What follows belongs to an exercise in optimizing a design on an open flow for small area, a short achievable clock period and few clock cycles per item; a production flow would make more cautious choices. In this exercise RTL edits were held to simulation tests only and were not proved equivalent to the original.

==> flow/design.v, too long to show whole: its modules and the start of the top module <==
// module fir_wrapper: 3219 lines
module fir_wrapper (
    input           wb_clk_i,
    input           wb_rst_i,
    input           wbs_stb_i,
    input           wbs_cyc_i,
    input           wbs_we_i,
    input   [3:0]   wbs_sel_i,
    input  [31:0]   wbs_dat_i,
    input  [31:0]   wbs_adr_i,
    output          wbs_ack_o,
    output [31:0]   wbs_dat_o
);
  // ...
==> flow/flow/run.sh <==
#!/bin/bash
set -e
cp standard.sh standard.sh.log
cp config.mk config.mk.orig.log
echo "export SETUP_SLACK_MARGIN = 6.5" >> config.mk
bash standard.sh > standard.log 2>&1
==> flow/standard.sh <==
#!/bin/bash
# synth_recipe.tcl (not shown) runs the flow's synth.tcl, then flattens the netlist and writes it again
# the make line also repeats each setting of config.mk as NAME=value (left out here)
make -C /OpenROAD-flow-scripts/flow DESIGN_CONFIG=/design/flow/config.mk WORK_HOME=/design/flow/orfs CLKGATE_MAP_FILE= SYNTH_SCRIPT=/design/flow/synth_recipe.tcl "${@:-finish}"
==> flow/config.mk <==
export PLATFORM = sky130hd
export DESIGN_NAME = fir_wrapper
export DESIGN_NICKNAME = fir_wrapper
export VERILOG_FILES = /design/flow/design.v
export SDC_FILE = /design/flow/constraint.sdc
export NUM_CORES = 4
export LEC_CHECK = 0
export CAP_MARGIN = 20
export CORE_MARGIN = 2
export CORE_UTILIZATION = 50
export SLEW_MARGIN = 20
export SETUP_SLACK_MARGIN = 6.5
==> flow/constraint.sdc <==
create_clock -name core_clock -period 10.0 [get_ports {wb_clk_i}]
set_input_delay 2.0000 -clock core_clock [delete_from_list [all_inputs] [get_ports {wb_clk_i}]]
set_output_delay 2.0000 -clock core_clock [all_outputs]
set_load 0.01 [all_outputs]
==> impl_metrics.py, run 1 <==
metrics = {
    "worst_hold_path": {
        "hp-start": "s[3][3]",
        "hold_path.class": "reg -> reg",
    },
    "status": {
        "status": "finished clean",
    },
    "global_routing": {
        "gr-max-usage-layer": "met2",
        "first_global_vias": 52292,
        "grt_use_total_pct": 32.5,
        "met1_usage_pct": 44.2,
    },
    "placement": {
        "place_worst_setup_slack_ns": 5.03,
        "dp.cells": 7996,
        "place_area_um2": 76600,
    },
    "setup_path": {
        "crit_family": "compound AO/OA/AOI/OAI gates",
        "cp-start-kind": "flop",
        "rrSetupSlack_ns": 5.88,
        "timing.critical_path.to": "s[8][30]",
        "cpPeakStageDelay_ns": 0.54,
        "reg2reg_to": "s[8][30]",
    },
    "cells_and_area": {
        "comb.multi_input.count": 3770,
        "multi_input_area_um2": 39000,
        "final_util_pct": 58.8,
    },
    "synthesis": {
        "synth_top_family_by_area": "adder cells",
        "synth_edf_count": 752,
        "syn-instance-count": 6331,
        "synth-seq-cells": 1234,
        "yosys.area.top_type": "edfxtp_1",
    },
    "detailed_routing": {
        "wl_met3_um": 28100,
        "drc": 0,
        "wl_um": 251000,
        "viasPerCell": 6.08,
    },
    "clock_network": {
        "cts_setup_buffers": 103,
        "cts_tree": "done",
        "cts.sinks": 1234,
    },
    "floorplanning": {
        "fp.dieH_um": 388,
        "die_w_um": 388,
    },
    "timing": {
        "hold_viol_final": 0,
        "period_needed_ns": 4.12,
        "finalSetupViolCount": 0,
    },
}
Testbench counts, summed over its fixed seeds: cycles 5,120, items 1,280.
==> run 2: changes to the inputs <==
==> flow/run.sh (new file) <==
#!/bin/bash
# synth_recipe.tcl (not shown) runs the flow's synth.tcl, then flattens the netlist and writes it again
# the make line also repeats each setting of config.mk as NAME=value (left out here)
make -C /OpenROAD-flow-scripts/flow DESIGN_CONFIG=/design/flow/config.mk WORK_HOME=/design/flow/orfs CLKGATE_MAP_FILE= SYNTH_SCRIPT=/design/flow/synth_recipe.tcl finish
--- a/flow/config.mk
+++ b/flow/config.mk
@@ -8,5 +8,5 @@
 export CAP_MARGIN = 20
 export CORE_MARGIN = 2
 export CORE_UTILIZATION = 50
+export SETUP_SLACK_MARGIN = 5
 export SLEW_MARGIN = 20
-export SETUP_SLACK_MARGIN = 6.5
removed: flow/flow/run.sh
removed: flow/standard.sh
==> run 2 against run 1 <==
Setup slack worse by 0.71 ns. Hold slack better by 0.0054 ns. Sequential share of layout area is 2.5 points higher. Critical path depth is 5 lower. Still clean on timing, DRC and antenna. Largest cell class unchanged. Clock-buffer cell count is 3 higher. Sequential cell count stayed put.
==> impl_metrics.py, run 2 <==
metrics = {
    "cells_and_area": {
        "area_delta_synth_final_pct": 9.65,
        "nNetsFinal": 7096,
        "n_fill_cell": 12519,
        "drive_above_1_share_pct": 6.63,
        "final_util_pct": 55.0,
        "finalInstanceArea_um2": 81000,
        "largestRegisters": "h (352), s (352), pr0 (124)",
        "layout_commonest_cell": "a22oi_1",
        "regArea_um2": 32300,
        "multi_input_area_um2": 36600,
        "final_cell_mix": "a22oi_1 (883), inv_1 (828), edfxtp_1 (752)",
    },
    "timing": {
        "finClkSkew_ns": 0.0509,
        "max_freq_ghz": 0.207,
        "finalSetupViolCount": 0,
        "rsz0062_at_grt": "no",
        "relSlewSlack_pct": 17.9,
        "period_needed_ns": 4.84,
        "timing.hold.ws_ns": 0.432,
        "tightestPinTransition_ns": 1.23,
        "fin_crit_sh_pct": 48.4,
        "finalSetupTns_ns": 0,
        "maxSlewViolCount": 0,
        "hold_viol_final": 0,
    },
    "synthesis": {
        "synth_top_area_share_pct": 30.6,
        "ys_types": 73,
        "syn-instance-count": 6331,
        "synth_mux_area_share_pct": 0.297,
        "synth_commonest_cells": "a22oi_1 (883), inv_1 (828), edfxtp_1 (752), fa_1 (657), xor2_1 (556)",
        "yosys.area.top_type": "edfxtp_1",
        "yosys.area_share.xor_xnor_pct": 11.6,
        "synth_edf_count": 752,
        "syn_nets": 7243,
        "yosys.cell_count.top_type": "a22oi_1",
        "synth_top_family_by_area": "adder cells",
        "yosysSeqAreaShare_pct": 43.7,
        "synth_compound_area_share_pct": 13.2,
        "synthAdderAreaFrac_pct": 20.9,
        "synth-seq-cells": 1234,
        "synthArstFlopShare_pct": 0.648,
        "yosys.area_share.simple_pct": 3.59,
        "syn_avg_cell_area_um2": 11.7,
        "syn_area_um2": 73800,
        "yosys_warnings": 3,
        "synthFlopType": "edfxtp_1",
        "ys_top_cells_by_area": "edfxtp_1 (31%), fa_1 (18%), dfxtp_1 (13%), a22oi_1 (9.0%), xor2_1 (6.6%)",
    },
    "clock_network": {
        "clock_latency_ns": 0.79,
        "cts_tree": "done",
        "cts_setup_buffers": 0,
        "root_buffer": "clkbuf_16",
        "cts.sinks": 1234,
        "clkTransAtPathRegs_ns": 0.06,
        "numCtsBuffers": 139,
        "ctsResizeCount": 0,
        "cts_hold_buf": 0,
        "clk_path_buf_depth": 3,
        "htree_levels": 4,
    },
    "worst_hold_path": {
        "hold_path.class": "reg -> reg",
    },
    "detailed_routing": {
        "first_pass_iters": 6,
        "antenna_left": 0,
        "viasPerCell": 6.04,
        "vias": 49698,
        "wl_per_cell_um": 28.1,
        "wl_um": 232000,
        "drc": 0,
        "drt_iter0_drc": 5737,
    },
    "floorplanning": {
        "die_w_um": 388,
        "dieArea_um2": 151000,
        "fp.dieH_um": 388,
        "core_area_um2": 147000,
        "core.rowCount": 141,
        "initial_core_util_pct": 50.2,
        "ios": 106,
    },
    "placement": {
        "dp_hpwl_um": 141000,
        "gp_congestion": 0.904,
        "io_buffers": 75,
        "place_area_um2": 76300,
    },
    "setup_path": {
        "worstSetupPathType": "reg -> reg",
        "critPathMaxFanout": 64,
        "crit_path_end_kind": "flop",
        "arrival_ns": 5.51,
        "worstPathRequired_ns": 10.68,
        "cp-start-kind": "flop",
    },
    "global_routing": {
        "grt_max_degree": 82,
        "grt_pass1_wl_um": 342000,
        "grt_overflow": 0,
        "antenna_found_initial": 3,
        "first_global_vias": 51782,
        "grt_use_total_pct": 30.8,
    },
    "status": {
        "status": "finished clean",
    },
    "run": {
        "maxCapViolations": 0,
    },
}
## run 2: kinds of logic after synthesis
kind of cell | Yosys count
buffers and inverters | 1328
xor gates and xnor gates | 974
adders and majority gates | 839
AOI/OAI and AO/OA | 1317
DFF | 1234
muxes | 20
and+or+nand+nor | 618
other | 1
## run 2: worst paths after layout
kind                               start        to  slack, ns  cells past startpoint
worst max-delay path                 sl1  pr1[112]       5.16                     11
worst max register to register       sl1  pr1[112]       5.16                     11
worst min register to register   s[3][1]    pr2[4]       0.43                      2
worst min-delay path             s[3][1]    pr2[4]       0.43                      2
min in group asynchronous       wb_rst_i       sl1       1.58                      2
max in group asynchronous       wb_rst_i       sl4       7.96                      2
## run 2: worst max-delay path, stage by stage, from the launching register on
cell     delay [ns]
dfrtp_4        1.00
nor2b_4        0.27
buf_4          0.46
buf_4          0.83
a22o_1         0.23
a21oi_1        0.09
fa_1           0.57
inv_1          0.06
fa_1           0.55
inv_1          0.05
fa_1           0.49
inv_1          0.05
## run 2: area by class of cell
class / count / area share [%]
timing repair buffer: 212 / 2.25
antenna: 4 / 0.0124
inverter: 828 / 3.84
clock inverter: 71 / 1.01
multi-input combinational: 3769 / 45.2
clock buffer: 186 / 4.77
sequential: 1234 / 39.9
tap: 1930 / 2.98
## run 2: routing by layer
metal / vias up / part of all wire (%) / track usage (%)
li1: 21135 / - / -
met1: 25154 / 39 / 40.0
met2: 2781 / 46 / 48.9
met3: 624 / 9.6 / 7.15
met4: 4 / 5.5 / 15.1
met5: - / 0.012 / 0
## run 2: stage by stage
step,instances,setup slack [ns]
after detailed placement,7972,5.09
after global routing,8231,5.02
final,8234,5.16
after CTS,8229,5.05
after floorplan,6331,5.09
after global placement,7971,5.10

[what the ideal ports hide]
In the flow no input, the clock included, has a driving cell. The finished layouts below were timed again as built, in two steps. Step 1 (the two cells are an assumption about what drives the block):
set clk [get_ports {wb_clk_i}]
set_driving_cell -lib_cell sky130_fd_sc_hd__clkbuf_16 $clk
set_driving_cell -lib_cell sky130_fd_sc_hd__buf_2 [delete_from_list [all_inputs] $clk]
Step 2 adds t to the input delays and takes it off the output delays; t is the mean of the earliest and latest rising clock arrival at the registers after step 1. Input paths then give back, and output paths get back, about the clock's delay inside the block. a / b / c = ideal / step 1 / step 2; a / b = the first two.
| run | t, ns | setup slack, ns | worst setup path after step 2 | worst register clock-pin slew, ns | cell pins on the clock port's net |
|---|---|---|---|---|---|
| run 1 | 0.881 | 5.875 / 5.875 / 5.875 | register to register | 0.07 / 0.07 | 1 |
| run 2 | 0.855 | 5.164 / 5.164 / 5.164 | register to register | 0.07 / 0.07 | 1 |
After both steps setup and hold are still met in every run listed.
